What follows belongs to an exercise in optimizing a design on an open flow for small area and a short achievable clock period; a production flow would make more cautious choices.
At most, simulation tests tie the RTL to the original design; equivalence was not proved.
Power and IR drop assume default switching activity.

## fpu16_top
module fpu16_top(
    input         aclk,
    input  [15:0] a,
    input  [15:0] b,
    input         a_valid,
    input         b_valid,
    output [15:0] add_result,
    output        add_valid,
    output [15:0] sub_result,
    output        sub_valid,
    output [15:0] mul_result,
    output        mul_valid,
    output [7:0]  cmp_result,
    output        cmp_valid
    );
For scale: about 380 flip-flops, roughly 95 I/O pins, ~19000 um^2 of cells after synthesis.
clock: 8.0 ns
lec_check: 0
abc_area: 1
cap_margin: 20
core_margin: 2
core_utilization: 40
cts_buf_list: sky130_fd_sc_hd__clkbuf_4
setup_slack_margin: 5.0
slew_margin: 20
run.sh (not shown) runs the stock make flow with config.mk's settings and CLKGATE_MAP_FILE= SYNTH_SCRIPT=/design/flow/synth_recipe.tcl, a recipe that flattens the netlist after the stock synthesis.
The starting point finished with timing, DRC and antenna clean.
Change:
--- a/flow/design.v
+++ b/flow/design.v
@@ -282,39 +282,43 @@
     fpu_cmp_core u_cmp(.a(a), .b(b), .ge(ge));
     always @(posedge aclk) begin
         a0 <= a;
         b0 <= b;
         cmp_q <= ge;
     end
     assign cmp_result = {7'b0, cmp_q};
     assign cmp_valid = v0;
     wire a_gt, a_eq;
     mag_cmp15 u_agt(.x(a0[14:0]), .y(b0[14:0]), .gt(a_gt), .eq(a_eq));
     wire h_a0 = |a0[14:10];
     wire h_b0 = |b0[14:10];
+    wire [4:0] ea1 = {a0[14:11], a0[10] | ~h_a0};
+    wire [4:0] eb1 = {b0[14:11], b0[10] | ~h_b0};
+    wire [4:0] dab = ea1 - eb1;
+    wire [4:0] dba = eb1 - ea1;
+    wire [3:0] dab_c = (dab > 5'd14) ? 4'd14 : dab[3:0];
+    wire [3:0] dba_c = (dba > 5'd14) ? 4'd14 : dba[3:0];
     reg [14:0] l1, s1;
     reg ls1, es1, fs1, hl1, hs1;
+    reg [3:0] d1;
     always @(posedge aclk) begin
         l1  <= a_gt ? a0[14:0] : b0[14:0];
         s1  <= a_gt ? b0[14:0] : a0[14:0];
         ls1 <= a_gt ? a0[15] : b0[15];
         es1 <= a0[15] ^ b0[15];
         fs1 <= a_gt ? a0[15] : ~b0[15];
         hl1 <= a_gt ? h_a0 : h_b0;
         hs1 <= a_gt ? h_b0 : h_a0;
+        d1  <= a_gt ? dab_c : dba_c;
     end
-    wire [4:0] le1 = {l1[14:11], l1[10] | ~hl1};
-    wire [4:0] se1 = {s1[14:11], s1[10] | ~hs1};
-    wire [4:0] diff1 = le1 - se1;
-    wire [3:0] d1 = (diff1 > 5'd14) ? 4'd14 : diff1[3:0];
     wire [13:0] s_ext = {hs1, s1[9:0], 3'b0};
     wire [13:0] s_shr = s_ext >> d1;
     wire [13:0] s_lost = s_ext & ~(14'h3fff << d1);
     reg [14:0] l2;
     reg [13:0] sal2;
     reg ls2, es2, fs2, hl2, linf2, pani2, bz2;
     always @(posedge aclk) begin
         l2    <= l1;
         sal2  <= {s_shr[13:1], s_shr[0] | (|s_lost)};
         ls2   <= ls1;
         es2   <= es1;
         fs2   <= fs1;
@@ -396,25 +400,25 @@
     assign sub_result = sub_q;
     assign sub_valid = sub_vq;
     wire [10:0] m_x = {hl1, l1[9:0]};
     wire [10:0] m_y = {hs1, s1[9:0]};
     wire [21:0] cs0, cs1;
     mul11_cs u_mul(.x(m_x), .y(m_y), .r0(cs0), .r1(cs1));
     reg [21:0] cs0_2, cs1_2;
     reg [6:0] t2;
     reg msg2, nan2, psel2, zero2;
     always @(posedge aclk) begin
         cs0_2 <= cs0;
         cs1_2 <= cs1;
-        t2    <= {2'b0, le1} + {2'b0, se1} - 7'd15;
+        t2    <= {2'b0, l1[14:11], l1[10] | ~hl1} + {2'b0, s1[14:11], s1[10] | ~hs1} - 7'd15;
         msg2  <= es1;
         nan2  <= &l1[14:10];
         psel2 <= (&s1[14:10]) & (ls1 ^ fs1);
         zero2 <= ~hs1 & ~(|s1[9:0]);
     end
     wire [21:0] q_sum = cs0_2 + cs1_2;
     wire [9:0] payload = psel2 ? sal2[12:3] : l2[9:0];
     reg [21:0] q3;
     reg [6:0] t3;
     reg msg3, nan3, zero3;
     always @(posedge aclk) begin
         q3    <= nan2 ? {2'b01, payload, 10'b0} : q_sum;
Result: Die area grows by 1.6%; power shrinks by 6.0%; clock power shrinks by about 9%; synthesized area grows by 1.6%; hold slack is worse by 0.046 ns; design area shrinks by 0.93%; non-clock buffer count shrinks by 11; first-iteration DRC count shrinks by 16%; setup slack is worse by 0.051 ns; clock skew grows by 0.010 ns; utilization shrinks by 0.74 points; sequential cell count grows by 4.
The RTL of the first run of this note was laid out without a check of its function.


R:
Another version of the RTL of fpu16_top (not shown whole).
Size: ~410 flip-flops, ~95 I/O pins, about 20000 µm² of cells after synthesis.
## fpu16_top
module fpu16_top(
    input         aclk,
    input  [15:0] a,
    input  [15:0] b,
    input         a_valid,
    input         b_valid,
    output [15:0] add_result,
    output        add_valid,
    output [15:0] sub_result,
    output        sub_valid,
    output [15:0] mul_result,
    output        mul_valid,
    output [7:0]  cmp_result,
    output        cmp_valid
    );
==> flow/config.mk <==
export PLATFORM = sky130hd
export DESIGN_NAME = fpu16_top
export DESIGN_NICKNAME = fpu16_top
export VERILOG_FILES = /design/flow/design.v
export SDC_FILE = /design/flow/constraint.sdc
export NUM_CORES = 4
export LEC_CHECK = 0
export ABC_AREA = 1
export CAP_MARGIN = 20
export CORE_MARGIN = 2
export CORE_UTILIZATION = 60
export CTS_CLUSTER_DIAMETER = 100
export CTS_CLUSTER_SIZE = 30
export PLACE_DENSITY = 0.75
export SETUP_SLACK_MARGIN = 5.0
export SLEW_MARGIN = 20
==> flow/constraint.sdc <==
create_clock -name core_clock -period 8.0 [get_ports {aclk}]
set_input_delay 1.6000 -clock core_clock [delete_from_list [all_inputs] [get_ports {aclk}]]
set_output_delay 1.6000 -clock core_clock [all_outputs]
set_load 0.01 [all_outputs]
standard.sh (not shown) runs the stock make flow with config.mk's settings and CLKGATE_MAP_FILE= SYNTH_SCRIPT=/design/flow/synth_recipe.tcl, a recipe that flattens the netlist after the stock synthesis.
==> flow/flow/run.sh <==
#!/bin/bash
# The standard layout, with buf_2 cells as the port buffers and setup repair
# aimed at a 2.64 ns period (slack margin 5.36 ns at the 8 ns clock).
set -euo pipefail
bash standard.sh SETUP_SLACK_MARGIN=5.36 "BUFFER_PORTS_ARGS=-buffer_cell sky130_fd_sc_hd__buf_2" finish > standard.log 2>&1
Input changes introduced in P (baseline for comparison: R):
--- a/flow/design.v
+++ b/flow/design.v
@@ -405,81 +405,84 @@
     wire [5:0] bn1 = {1'b0, m_y[9], m_y[7], m_y[5], m_y[3], m_y[1]};
     mul11_cs u_mul(.x(m_x), .neg(bn1), .one(bo1), .two(bt1), .r0(cs0), .r1(cs1), .r2(cs2));
     wire nan1 = &l1[14:10];
     wire psel1 = (&s1[14:10]) & (ls1 ^ fs1);
     wire [9:0] payload = psel1 ? s1[9:0] : l1[9:0];
     reg [21:0] cs0_2, cs1_2, cs2_2;
     reg [6:0] t2;
-    reg msg2, nan2;
+    reg msg2, nan2, zero2;
     always @(posedge aclk) begin
         cs0_2 <= nan1 ? {2'b01, payload, 10'b0} : cs0;
         cs1_2 <= nan1 ? 22'b0 : cs1;
         cs2_2 <= nan1 ? 22'b0 : cs2;
-        t2    <= ((~hs1 & ~(|s1[9:0])) & ~nan1) ? 7'b1110000 :
-                 {2'b0, le1} + {2'b0, se1} - 7'd15;
+        t2    <= {2'b0, le1} + {2'b0, se1} - 7'd15;
         msg2  <= es1;
         nan2  <= nan1;
+        zero2 <= ~hs1 & ~(|s1[9:0]);
     end
     wire [21:0] q_s = cs0_2 ^ cs1_2 ^ cs2_2;
     wire [21:0] q_c = (cs0_2 & cs1_2) | (cs0_2 & cs2_2) | (cs1_2 & cs2_2);
     wire [21:0] q_sum = q_s + {q_c[20:0], 1'b0};
     reg [21:0] q3;
     reg [6:0] t3;
-    reg msg3, nan3;
+    reg msg3, nan3, zero3;
     always @(posedge aclk) begin
         q3    <= q_sum;
         t3    <= t2;
         msg3  <= msg2;
         nan3  <= nan2;
+        zero3 <= zero2;
     end
     wire [3:0] lq;
     lzc12 u_lq(q3[21:10], lq);
     wire normal = ~t3[6] & (t3[5:0] >= {2'b0, lq});
     reg [21:0] q4;
     reg [6:0] l4, e4;
-    reg normal4, msg4, nan4;
+    reg normal4, msg4, nan4, zero4;
     always @(posedge aclk) begin
         q4      <= q3;
         l4      <= normal ? {3'b0, lq} : t3;
         e4      <= t3 + 7'd1 - {3'b0, lq};
         normal4 <= normal;
         msg4    <= msg3;
         nan4    <= nan3;
+        zero4   <= zero3;
     end
     wire [32:0] q_pad = {q4, 11'b0};
     wire [6:0] q_sh = 7'd11 - l4;
     wire [32:0] q_z16 = q_sh[4] ? q_pad >> 16 : q_pad;
     wire [32:0] q_z8  = q_sh[3] ? q_z16 >> 8 : q_z16;
     wire [32:0] q_z4  = q_sh[2] ? q_z8 >> 4 : q_z8;
     wire [32:0] q_z2  = q_sh[1] ? q_z4 >> 2 : q_z4;
     wire [32:0] q_z   = q_sh[0] ? q_z2 >> 1 : q_z2;
     wire [11:0] win = q_z[21:10];
     wire [22:0] below = ~({23{1'b1}} << q_sh[4:0]);
     wire st4 = |(q4 & below[22:1]);
     wire [6:0] e4p1 = e4 + 7'd1;
     reg [10:0] mant5;
     reg [4:0] e5;
-    reg inc5, ovn5, ovc5, normal5, msg5, nan5;
+    reg inc5, ovn5, ovc5, normal5, msg5, nan5, zero5;
     always @(posedge aclk) begin
         mant5   <= win[11:1];
         inc5    <= win[0] & (st4 | win[1]);
         e5      <= e4[4:0];
         ovn5    <= normal4 & ($signed(e4) > 30);
         ovc5    <= normal4 & ($signed(e4p1) > 30);
         normal5 <= normal4;
         msg5    <= msg4;
         nan5    <= nan4;
+        zero5   <= zero4;
     end
     wire [11:0] mr = {1'b0, mant5} + inc5;
     wire carry = inc5 & (&mant5);
     wire ovf = carry ? ovc5 : ovn5;
     wire [4:0] field = ~normal5 ? {4'b0, mr[10]} : carry ? e5 + 5'd1 : e5;
-    wire [15:0] mul_c = nan5 ? {msg5, 5'b11111, mr[9:0]} :
+    wire [15:0] mul_c = nan5 ? {msg5, 5'b11111, mr[9:0]} : zero5 ? {msg5, 15'b0} :
                         ovf ? {msg5, 5'b11111, 10'b0} : {msg5, field, mr[9:0]};
-    wire mul_err = nan5 | ovf;
+    wire mul_err = nan5 | (ovf & ~zero5);
     reg [15:0] mul_q;
     reg mul_vq;
     always @(posedge aclk) begin
         mul_q  <= mul_c;
         mul_vq <= v5 & ~mul_err;
     end
     assign mul_result = mul_q;
==> results.txt <==
P ended with every stage complete and zero timing, DRC or antenna violations. P has sequential cell count above what R had. Total routing resource utilization after global routing: R and P compared, lower one is R. Going from R to P, minimum period implied by the final worst setup slack grows by 0.0033 ns. From R to P the numbers moved as follows: share of power burned in the clock network dropped 1.1 points, smallest setup slack after layout dropped 0.0033 ns, total power barely changed, via count of the first global-routing pass barely changed. Arrival time of data at the critical path endpoint delta (R -> P): insignificant. Measured against each other, R and P differ in fraction of layout instances using a drive strength above 1, the higher figure coming from P.

## re-timing with driven ports
In the flow no input, the clock included, has a driving cell. The finished layouts below were timed again as built, in two steps. Step 1: set_driving_cell puts a clkbuf_16 on aclk and a buf_2 on each other input, an assumption about the parent block. Step 2 moves the port delays by t, midway between the first and last clock arrival at a register: inputs arrive t later, outputs are due t later. That takes back most of the time a late clock gives input paths. a / b / c = no drivers / after step 1 / after step 2; a / b = the first two.
| run | shift t [ns] | setup slack, ns | slew at the worst register clock pin (ns) | worst slew at a driven data input, ns | cell pins on the clock port's net |
|---|---|---|---|---|---|
| the first run of note 1 | 0.871 | 5.092 / 5.049 / 4.372 | 0.08 / 0.08 | 0.04 | 1 |
| the second run of note 1 | 0.865 | 5.041 / 5.041 / 4.481 | 0.08 / 0.08 | 0.04 | 1 |
| R | 0.575 | 5.405 / 5.354 / 4.871 | 0.11 / 0.11 | 0.03 | 1 |
| P | 0.576 | 5.402 / 5.350 / 4.851 | 0.11 / 0.11 | 0.04 | 1 |
After both steps setup and hold are still met in every run listed. The setup slack of the first run of note 1, which loses most, moves by -0.043 ns with the drivers and by -0.720 ns with both steps.
